Background: an optimization exercise with open tools, aiming at small area. Do not read the settings as production practice. Function was checked by simulation only, so behaviour that the tests miss may differ from the original. Power is estimated from default activity; no workload was simulated.

==> inputs of juniper <==
Design top, start of the top module:
module top (input wire clk,
            input wire rst,
            input wire mic_data_1,
            input wire mic_data_2,
            output wire serial_tx,
            output wire mic_clk_1,
            output wire mic_clk_2,
            output wire sel_2,
            output wire serial_split);
Settings: LEC_CHECK=0, CAP_MARGIN=20, CORE_MARGIN=2, CORE_UTILIZATION=40, CTS_BUF_LIST=sky130_fd_sc_hd__clkbuf_8, CTS_CLUSTER_DIAMETER=60, CTS_CLUSTER_SIZE=20, SLEW_MARGIN=20; clock period 10.0 ns.
run.sh (not shown) runs the stock make flow with config.mk's settings and CLKGATE_MAP_FILE= SYNTH_SCRIPT=/design/flow/synth_recipe.tcl, a recipe that flattens the netlist after the stock synthesis.
==> pepper: changes against juniper <==
--- a/flow/design.v
+++ b/flow/design.v
@@ -53,44 +53,50 @@
 wire [3:0] hbase = (fresh | p0) ? Hc_d : hr[3:0];
 wire [3:0] Hn, Wf, Wl;
 wire hco, fco, lco;
 add4 HU (.a(hbase), .b(dH_d), .ci(~j0 & hcy), .s(Hn), .co(hco));
 add4 FU (.a(Hn), .b(E_d), .ci(~j0 & fcy), .s(Wf), .co(fco));
-add4 LU (.a(Hn), .b(~E_d), .ci(j0 | lcy), .s(Wl), .co(lco));
-wire [3:0] Wm = ~{Hn[2:0], ~j0 & hr[15]};
+wire [4:0] lb;
+assign lb[0] = ~j0 & lcy;
+genvar m;
+generate for (m = 0; m < 4; m = m + 1) begin : sl_
+  assign {lb[m+1], Wl[m]} = {1'b0, Hn[m]} - {1'b0, E_d[m]} - {1'b0, lb[m]};
+end endgenerate
+assign lco = lb[4];
+wire [3:0] Wm = {Hn[2:0], ~j0 & hr[15]};
 always @(posedge clk) begin
   hr  <= {Hn, hr[15:4]};
   hcy <= hco;
   fcy <= fco;
   lcy <= lco;
 end
 wire [15:0] c1_hi, c1_lo, c2_hi, c2_lo;
-cicwin W1 (.clk(clk), .fresh(fresh), .j0(j0), .p0(p0), .u(u1),
+cicwin W1 (.clk(clk), .fresh(fresh), .j0(j0), .p0(p0), .u(u1), .uh(u1h),
            .Wf(Wf), .Wm(Wm), .Wl(Wl), .c_lo(c1_lo), .c_hi(c1_hi));
-cicwin W2 (.clk(clk), .fresh(fresh), .j0(j0), .p0(p0), .u(u2),
+cicwin W2 (.clk(clk), .fresh(fresh), .j0(j0), .p0(p0), .u(u2), .uh(u2h),
            .Wf(Wf), .Wm(Wm), .Wl(Wl), .c_lo(c2_lo), .c_hi(c2_hi));
 reg [47:0] sh;    
 reg [47:0] sl;    
 wire wr_h = p255;
 wire wr_l = p255 & j[1];
 wire [3:0] sh_in = {c2_hi[1:0], c1_hi[1:0]};
 wire [7:0] sl_in = {c2_lo[3:0], c1_lo[3:0]};
 always @(posedge clk) begin
-  sh <= {wr_h ? sh_in : sh[3:0], sh[47:4]};
-  sl <= {wr_l ? sl_in : sl[7:0], sl[47:8]};
+  sh <= {~(wr_h ? sh_in : sh[3:0]), sh[47:4]};
+  sl <= {~(wr_l ? sl_in : sl[7:0]), sl[47:8]};
 end
 reg [15:0] th;    
 reg [15:0] tl;    
 always @(posedge clk) begin
-  th <= {wr_h ? sh[3:0] : th[3:0], th[15:4]};
-  tl <= {wr_l ? sl[7:0] : tl[7:0], tl[15:8]};
+  th <= {~(wr_h ? sh[3:0] : th[3:0]), th[15:4]};
+  tl <= {~(wr_l ? sl[7:0] : tl[7:0]), tl[15:8]};
 end
 reg [3:0] baud;
 always @(posedge clk)
-  if (rst) baud <= 4'd0;
-  else     baud <= (baud == 4'd14) ? 4'd0 : baud + 4'd1;
-wire baud_ce = (baud == 4'd7);
+  if (rst) baud <= 4'd1;
+  else     baud <= {baud[2:0], baud[3] ^ baud[2]};
+wire baud_ce = (baud == 4'd10);
 wire start_now = (tc[9:5] == 5'd0) && (tc[4:0] >= 5'd6) && (tc[4:0] <= 5'd20) &&
                  !(init && tc[18:10] == 9'd0);
 reg transmitting;
 reg [3:0] pos;
 reg [1:0] chr;
@@ -116,11 +122,11 @@
   end
 wire [2:0] b = pos[2:0];
 wire [3:0] tl_lane = chr[1] ? tl[3:0] : tl[7:4];
 wire [1:0] th_lane = chr[1] ? th[1:0] : th[3:2];
 wire fetch = chr[0] ? (j == b[2:1]) : (j[0] == b[2]);
-wire fbit  = chr[0] ? th_lane[b[0]] : tl_lane[b[1:0]];
+wire fbit  = chr[0] ? (th_lane[b[0]] ^ tc[2]) : (tl_lane[b[1:0]] ^ ~tc[1]);
 reg nb, txb;
 always @(posedge clk) begin
   if (fetch)   nb  <= fbit;
   if (baud_ce) txb <= nb;
 end
@@ -131,20 +137,20 @@
 module add4 (input wire [3:0] a, input wire [3:0] b, input wire ci, output wire [3:0] s, output wire co);
 wire [4:0] c;
 assign c[0] = ci;
 genvar i;
 generate for (i = 0; i < 4; i = i + 1) begin : g
-  assign s[i] = a[i] ^ b[i] ^ c[i];
-  assign c[i+1] = (a[i] & b[i]) | (c[i] & (a[i] ^ b[i]));
+  assign {c[i+1], s[i]} = a[i] + b[i] + c[i];
 end endgenerate
 assign co = c[4];
 endmodule
 module cicwin (input wire clk,
                input wire fresh,
                input wire j0,
                input wire p0,
                input wire u,
+               input wire uh,
                input wire [3:0] Wf,
                input wire [3:0] Wm,
                input wire [3:0] Wl,
                output wire [15:0] c_lo,
                output wire [15:0] c_hi);
@@ -158,16 +164,23 @@
 wire [3:0] c_b  = keep ? cl[3:0] : (move ? bl[3:0] : 4'h0);
 wire [1:0] a_hb = keep ? ah[1:0] : 2'h0;
 wire [1:0] b_hb = keep ? bh[1:0] : (move ? ah[1:0] : 2'h0);
 wire [1:0] c_hb = keep ? ch[1:0] : (move ? bh[1:0] : 2'h0);
 wire a_hci = j0 ? (keep & alc) : ahc;
-wire b_hci = j0 ? ((keep & blc) | (move & alc)) : bhc;
-wire c_hci = j0 ? ((keep & clc) | (move & blc)) : chc;
+wire b_pend = uh & ~blc;    
+wire b_hci = j0 ? ((keep & b_pend) | (move & alc)) : bhc;
+wire c_hci = j0 ? ((keep & clc) | (move & b_pend)) : chc;
 wire [3:0] a_s, b_s, c_s;
 wire a_co, b_co, c_co;
 add4 A (.a(a_b), .b(Wf & {4{u}}), .ci(~j0 & alc), .s(a_s), .co(a_co));
-add4 B (.a(b_b), .b(Wm & {4{u}}), .ci(j0 ? u : blc), .s(b_s), .co(b_co));
+wire [4:0] bb;
+assign bb[0] = ~j0 & blc;
+genvar k;
+generate for (k = 0; k < 4; k = k + 1) begin : sb
+  assign {bb[k+1], b_s[k]} = {1'b0, b_b[k]} - {1'b0, Wm[k] & u} - {1'b0, bb[k]};
+end endgenerate
+assign b_co = bb[4];
 add4 C (.a(c_b), .b(Wl & {4{u}}), .ci(~j0 & clc), .s(c_s), .co(c_co));
 wire [1:0] a_hs = {a_hb[1] ^ (a_hb[0] & a_hci), a_hb[0] ^ a_hci};
 wire [1:0] b_hs = {b_hb[1] ^ (b_hb[0] & b_hci), b_hb[0] ^ b_hci};
 wire [1:0] c_hs = {c_hb[1] ^ (c_hb[0] & c_hci), c_hb[0] ^ c_hci};
 always @(posedge clk) begin
==> flow/flow/run.sh (new file) <==
#!/bin/bash
# Layout flow: the standard layout, except that
#  - synthesis maps the logic with an area-oriented ABC script (no buffering
#    or upsizing in ABC); it is otherwise ORFS's synthesis with the standard flow's
#    synthesis script, so the registers are the standard synthesis's;
#  - clock tree synthesis inserts no dummy loads;
#  - every input and output port is buffered with the smallest buffer.
set -euo pipefail
W=$PWD
rm -rf "$W/scripts_area"
cp -r "$FLOW_HOME/scripts" "$W/scripts_area"
printf 'strash\ndc2\ndch -f\namap\n' > "$W/scripts_area/abc_area.script"
make -C "$FLOW_HOME" DESIGN_CONFIG="$W/config.mk" WORK_HOME="$W/orfs" CLKGATE_MAP_FILE= \
  SYNTH_SCRIPT="$W/synth_recipe.tcl" SCRIPTS_DIR="$W/scripts_area" ABC_AREA=1 synth \
  > "$W/synth_area.log" 2>&1
export CTS_ARGS="-sink_clustering_enable -repair_clock_nets -sink_clustering_size 20 -sink_clustering_max_diameter 60 -buf_list sky130_fd_sc_hd__clkbuf_8 -dont_use_dummy_load"
export BUFFER_PORTS_ARGS="-buffer_cell sky130_fd_sc_hd__buf_1"
bash standard.sh > "$W/layout.log" 2>&1
==> flow/standard.sh (new file) <==
#!/bin/bash
# synth_recipe.tcl (not shown) runs the flow's synth.tcl, then flattens the netlist and writes it again
# the make line also repeats each setting of config.mk as NAME=value (left out here)
make -C /OpenROAD-flow-scripts/flow DESIGN_CONFIG=/design/flow/config.mk WORK_HOME=/design/flow/orfs CLKGATE_MAP_FILE= SYNTH_SCRIPT=/design/flow/synth_recipe.tcl "${@:-finish}"
- CORE_UTILIZATION: 40 -> 60
- CTS_BUF_LIST: sky130_fd_sc_hd__clkbuf_8 -> unset
- CTS_CLUSTER_DIAMETER: 60 -> unset
- CTS_CLUSTER_SIZE: 20 -> unset
- PLACE_DENSITY: unset -> 0.75
removed: flow/run.sh
==> qor summary <==
Leakage component of the power: pepper 4.09 nW; juniper 4.57 nW
Horizontal die dimension: pepper 132 µm; juniper 166 µm
Post-Route Hold Slack: pepper 0.312 ns; juniper 0.323 ns
Wire length of the first global-routing pass: pepper 26600 µm; juniper 28200 µm
Critical-path maximum fanout: pepper 19; juniper 27
Result of the run: pepper finished clean; juniper finished clean
Aggregate routed wire length: pepper 16200 µm; juniper 16700 µm
Layout cells sized above 1: pepper 0.0282; juniper 0.0913
Area of the mapped netlist: pepper 9760 µm²; juniper 10500 µm²
Slowest Stage Delay on Critical Path: pepper 0.67 ns; juniper 0.70 ns
Rel. slew slack: pepper 0.367; juniper 0.442
Fmax achieved: pepper 0.165 GHz; juniper 0.189 GHz
Number of distinct library cells after synthesis: pepper 36; juniper 60
Worst flop-to-flop path endpoint: pepper W1.al[15]; juniper W1.cl[15]
Post-synthesis share of cell area spent on full adders, half adders and majority gates: pepper 0.0959; juniper 0.0911
Switching power: pepper 0.850 mW; juniper 0.808 mW
Share of cell area taken by flip-flops and latches: pepper 0.665; juniper 0.608
Detailed route wirelength on metal3: pepper 546 µm; juniper 538 µm
Met2 Routed Length: pepper 7550 µm; juniper 7200 µm
Final routed wire length divided by cell count: pepper 15.6 µm; juniper 14.2 µm
Violation count after the first detailed-routing iteration: pepper 421; juniper 258
Comb power: pepper 0.526 mW; juniper 0.510 mW
Post-synthesis sequential area ratio: pepper 0.704; juniper 0.653
Post-synthesis mux area share: pepper 0; juniper 0.0534
Maximum number of pins on one net before global-route repair: pepper 30; juniper 37

========
==> run a: inputs <==
top, a different RTL version from the one above (not shown whole).
clock: 10.0 ns
lec_check: 0
cap_margin: 20
core_margin: 2
core_utilization: 60
place_density: 0.75
slew_margin: 20
standard.sh (not shown) runs the stock make flow with config.mk's settings and CLKGATE_MAP_FILE= SYNTH_SCRIPT=/design/flow/synth_recipe.tcl, a recipe that flattens the netlist after the stock synthesis.
==> flow/flow/run.sh <==
#!/bin/bash
# Layout flow: the standard layout, except that
#  - synthesis maps the logic with an area-oriented ABC script (no buffering
#    or upsizing in ABC); it is otherwise ORFS's synthesis with the standard flow's
#    synthesis script, so the registers are the standard synthesis's;
#  - clock tree synthesis inserts no dummy loads.
set -euo pipefail
W=$PWD
rm -rf "$W/scripts_area"
cp -r "$FLOW_HOME/scripts" "$W/scripts_area"
printf 'strash\ndc2\ndch -f\namap\n' > "$W/scripts_area/abc_area.script"
make -C "$FLOW_HOME" DESIGN_CONFIG="$W/config.mk" WORK_HOME="$W/orfs" CLKGATE_MAP_FILE= \
  SYNTH_SCRIPT="$W/synth_recipe.tcl" SCRIPTS_DIR="$W/scripts_area" ABC_AREA=1 synth \
  > "$W/synth_area.log" 2>&1
export CTS_ARGS="-sink_clustering_enable -repair_clock_nets -sink_clustering_size 22 -sink_clustering_max_diameter 55 -buf_list sky130_fd_sc_hd__clkbuf_8 -dont_use_dummy_load"
bash standard.sh > "$W/layout.log" 2>&1
==> inputs of run b, as changes to run a <==
--- a/flow/design.v
+++ b/flow/design.v
@@ -52,52 +52,46 @@
 reg hcy, fcy, lcy;       
 wire [3:0] hbase = (fresh | p0) ? Hc_d : hr[3:0];
 wire [3:0] Hn, Wf, Wl;
 wire hco, fco, lco;
 add4 HU (.a(hbase), .b(dH_d), .ci(~j0 & hcy), .s(Hn), .co(hco));
 add4 FU (.a(Hn), .b(E_d), .ci(~j0 & fcy), .s(Wf), .co(fco));
-wire [4:0] lb;
-assign lb[0] = ~j0 & lcy;
-genvar m;
-generate for (m = 0; m < 4; m = m + 1) begin : sl_
-  assign {lb[m+1], Wl[m]} = {1'b0, Hn[m]} - {1'b0, E_d[m]} - {1'b0, lb[m]};
-end endgenerate
-assign lco = lb[4];
-wire [3:0] Wm = {Hn[2:0], ~j0 & hr[15]};
+add4 LU (.a(Hn), .b(~E_d), .ci(j0 | lcy), .s(Wl), .co(lco));
+wire [3:0] Wm = ~{Hn[2:0], ~j0 & hr[15]};
 always @(posedge clk) begin
   hr  <= {Hn, hr[15:4]};
   hcy <= hco;
   fcy <= fco;
   lcy <= lco;
 end
 wire [15:0] c1_hi, c1_lo, c2_hi, c2_lo;
-cicwin W1 (.clk(clk), .fresh(fresh), .j0(j0), .p0(p0), .u(u1), .uh(u1h),
+cicwin W1 (.clk(clk), .fresh(fresh), .j0(j0), .p0(p0), .u(u1),
            .Wf(Wf), .Wm(Wm), .Wl(Wl), .c_lo(c1_lo), .c_hi(c1_hi));
-cicwin W2 (.clk(clk), .fresh(fresh), .j0(j0), .p0(p0), .u(u2), .uh(u2h),
+cicwin W2 (.clk(clk), .fresh(fresh), .j0(j0), .p0(p0), .u(u2),
            .Wf(Wf), .Wm(Wm), .Wl(Wl), .c_lo(c2_lo), .c_hi(c2_hi));
 reg [47:0] sh;    
 reg [47:0] sl;    
 wire wr_h = p255;
 wire wr_l = p255 & j[1];
 wire [3:0] sh_in = {c2_hi[1:0], c1_hi[1:0]};
 wire [7:0] sl_in = {c2_lo[3:0], c1_lo[3:0]};
 always @(posedge clk) begin
-  sh <= {~(wr_h ? sh_in : sh[3:0]), sh[47:4]};
-  sl <= {~(wr_l ? sl_in : sl[7:0]), sl[47:8]};
+  sh <= {wr_h ? sh_in : sh[3:0], sh[47:4]};
+  sl <= {wr_l ? sl_in : sl[7:0], sl[47:8]};
 end
 reg [15:0] th;    
 reg [15:0] tl;    
 always @(posedge clk) begin
-  th <= {~(wr_h ? sh[3:0] : th[3:0]), th[15:4]};
-  tl <= {~(wr_l ? sl[7:0] : tl[7:0]), tl[15:8]};
+  th <= {wr_h ? sh[3:0] : th[3:0], th[15:4]};
+  tl <= {wr_l ? sl[7:0] : tl[7:0], tl[15:8]};
 end
 reg [3:0] baud;
 always @(posedge clk)
-  if (rst) baud <= 4'd1;
-  else     baud <= {baud[2:0], baud[3] ^ baud[2]};
-wire baud_ce = (baud == 4'd10);
+  if (rst) baud <= 4'd0;
+  else     baud <= (baud == 4'd14) ? 4'd0 : baud + 4'd1;
+wire baud_ce = (baud == 4'd7);
 wire start_now = (tc[9:5] == 5'd0) && (tc[4:0] >= 5'd6) && (tc[4:0] <= 5'd20) &&
                  !(init && tc[18:10] == 9'd0);
 reg transmitting;
 reg [3:0] pos;
 reg [1:0] chr;
 always @(posedge clk)
@@ -121,13 +115,13 @@
     end
   end
 wire [2:0] b = pos[2:0];
 wire [3:0] tl_lane = chr[1] ? tl[3:0] : tl[7:4];
 wire [1:0] th_lane = chr[1] ? th[1:0] : th[3:2];
 wire fetch = chr[0] ? (j == b[2:1]) : (j[0] == b[2]);
-wire fbit  = chr[0] ? (th_lane[b[0]] ^ tc[2]) : (tl_lane[b[1:0]] ^ ~tc[1]);
+wire fbit  = chr[0] ? th_lane[b[0]] : tl_lane[b[1:0]];
 reg nb, txb;
 always @(posedge clk) begin
   if (fetch)   nb  <= fbit;
   if (baud_ce) txb <= nb;
 end
 wire mk   = (tc[18:10] == 9'd0);    
@@ -145,13 +139,12 @@
 endmodule
 module cicwin (input wire clk,
                input wire fresh,
                input wire j0,
                input wire p0,
                input wire u,
-               input wire uh,
                input wire [3:0] Wf,
                input wire [3:0] Wm,
                input wire [3:0] Wl,
                output wire [15:0] c_lo,
                output wire [15:0] c_hi);
 reg [15:0] al, bl, cl;
@@ -163,25 +156,18 @@
 wire [3:0] b_b  = keep ? bl[3:0] : (move ? al[3:0] : 4'h0);
 wire [3:0] c_b  = keep ? cl[3:0] : (move ? bl[3:0] : 4'h0);
 wire [1:0] a_hb = keep ? ah[1:0] : 2'h0;
 wire [1:0] b_hb = keep ? bh[1:0] : (move ? ah[1:0] : 2'h0);
 wire [1:0] c_hb = keep ? ch[1:0] : (move ? bh[1:0] : 2'h0);
 wire a_hci = j0 ? (keep & alc) : ahc;
-wire b_pend = uh & ~blc;
-wire b_hci = j0 ? ((keep & b_pend) | (move & alc)) : bhc;
-wire c_hci = j0 ? ((keep & clc) | (move & b_pend)) : chc;
+wire b_hci = j0 ? ((keep & blc) | (move & alc)) : bhc;
+wire c_hci = j0 ? ((keep & clc) | (move & blc)) : chc;
 wire [3:0] a_s, b_s, c_s;
 wire a_co, b_co, c_co;
 add4 A (.a(a_b), .b(Wf & {4{u}}), .ci(~j0 & alc), .s(a_s), .co(a_co));
-wire [4:0] bb;
-assign bb[0] = ~j0 & blc;
-genvar k;
-generate for (k = 0; k < 4; k = k + 1) begin : sb
-  assign {bb[k+1], b_s[k]} = {1'b0, b_b[k]} - {1'b0, Wm[k] & u} - {1'b0, bb[k]};
-end endgenerate
-assign b_co = bb[4];
+add4 B (.a(b_b), .b(Wm & {4{u}}), .ci(j0 ? u : blc), .s(b_s), .co(b_co));
 add4 C (.a(c_b), .b(Wl & {4{u}}), .ci(~j0 & clc), .s(c_s), .co(c_co));
 wire [1:0] a_hs = {a_hb[1] ^ (a_hb[0] & a_hci), a_hb[0] ^ a_hci};
 wire [1:0] b_hs = {b_hb[1] ^ (b_hb[0] & b_hci), b_hb[0] ^ b_hci};
 wire [1:0] c_hs = {c_hb[1] ^ (c_hb[0] & c_hci), c_hb[0] ^ c_hci};
 always @(posedge clk) begin
   al <= {a_s, al[15:4]};
--- a/flow/flow/run.sh
+++ b/flow/flow/run.sh
@@ -9,8 +9,8 @@
 rm -rf "$W/scripts_area"
 cp -r "$FLOW_HOME/scripts" "$W/scripts_area"
 printf 'strash\ndc2\ndch -f\namap\n' > "$W/scripts_area/abc_area.script"
 make -C "$FLOW_HOME" DESIGN_CONFIG="$W/config.mk" WORK_HOME="$W/orfs" CLKGATE_MAP_FILE= \
   SYNTH_SCRIPT="$W/synth_recipe.tcl" SCRIPTS_DIR="$W/scripts_area" ABC_AREA=1 synth \
   > "$W/synth_area.log" 2>&1
-export CTS_ARGS="-sink_clustering_enable -repair_clock_nets -sink_clustering_size 22 -sink_clustering_max_diameter 55 -buf_list sky130_fd_sc_hd__clkbuf_8 -dont_use_dummy_load"
+export CTS_ARGS="-sink_clustering_enable -repair_clock_nets -sink_clustering_size 20 -sink_clustering_max_diameter 60 -buf_list sky130_fd_sc_hd__clkbuf_8 -dont_use_dummy_load"
 bash standard.sh > "$W/layout.log" 2>&1
==> flow/config.mk (replaced) <==
export PLATFORM = sky130hd
export DESIGN_NAME = top
export DESIGN_NICKNAME = top
export VERILOG_FILES = /design/flow/design.v
export SDC_FILE = /design/flow/constraint.sdc
export NUM_CORES = 4
export LEC_CHECK = 0
export CAP_MARGIN = 20
export CORE_MARGIN = 2
export CORE_UTILIZATION = 40
export PLACE_DENSITY = 0.8
export SLEW_MARGIN = 20
==> results.toml <==
[power_and_ir_drop]
finalPower_uw = 2900
power_sequential_uw = 1900
clkPwrFrac_pct = 18.8
internal_power_component_uw = 2130

[sta]
hold_slack_ps = 315
max_clock_freq_mhz = 164

[synthesis]
synthTopCellsByArea = "dfxtp_1 (67%), fa_1 (6.7%), clkinv_1 (4.3%)"

[grt]
global_route.usage.met2_pct = 19.9

[detailed_routing]
viasPerCell = 4.73
routed-via-count = 5553

[outcome]
outcome = "timing/DRC/antenna clean"

[cells_and_area]
final_area_um2 = 10600
(the above is from run b)
==> results.toml <==
[outcome]
outcome = "timing/DRC/antenna clean"

[floorplanning]
placeableCoreArea_um2 = 15900
initial_utilization_pct = 61.4

[cells_and_area]
clockNetworkAreaShare_pct = 2.78
post_route_cells_drive_above_1_share_pct = 2.93
final_area_um2 = 10400

[detailed_routing]
routed-via-count = 5341
viasPerCell = 5.17

[power_and_ir_drop]
finalPower_uw = 3110
clkPwrFrac_pct = 17.6

[critical_path]
critical_path_buf_inv_count = 3

[synthesis]
synthTopCellsByArea = "dfxtp_1 (68%), fa_1 (6.8%), clkinv_1 (3.5%)"

[sta]
max_clock_freq_mhz = 166
(the above is from run a)

## what the ideal ports hide
How much do the figures lean on ideal ports? The routed layouts below were timed once more, with nothing changed but the port constraints. Step 1 assumes that a clkbuf_16 drives the clock port and a buf_2 every other input. Step 2, shift: input delay + t, output delay - t, t = (earliest + latest rising clock arrival at the registers) / 2. This alone moves slack from input paths to output paths. Slacks: ideal ports / drivers / drivers and shift; pairs: ideal ports / drivers.
run	t (ns)	slack for setup (ns)	worst register clock-pin slew, ns
juniper	0.591	4.704 / 4.704 / 4.704	0.12 / 0.12
pepper	0.571	3.948 / 3.948 / 3.948	0.12 / 0.12
run a	0.555	3.987 / 3.987 / 3.987	0.12 / 0.12
run b	0.560	3.913 / 3.913 / 3.913	0.12 / 0.12
After both steps every run listed still meets setup and hold.
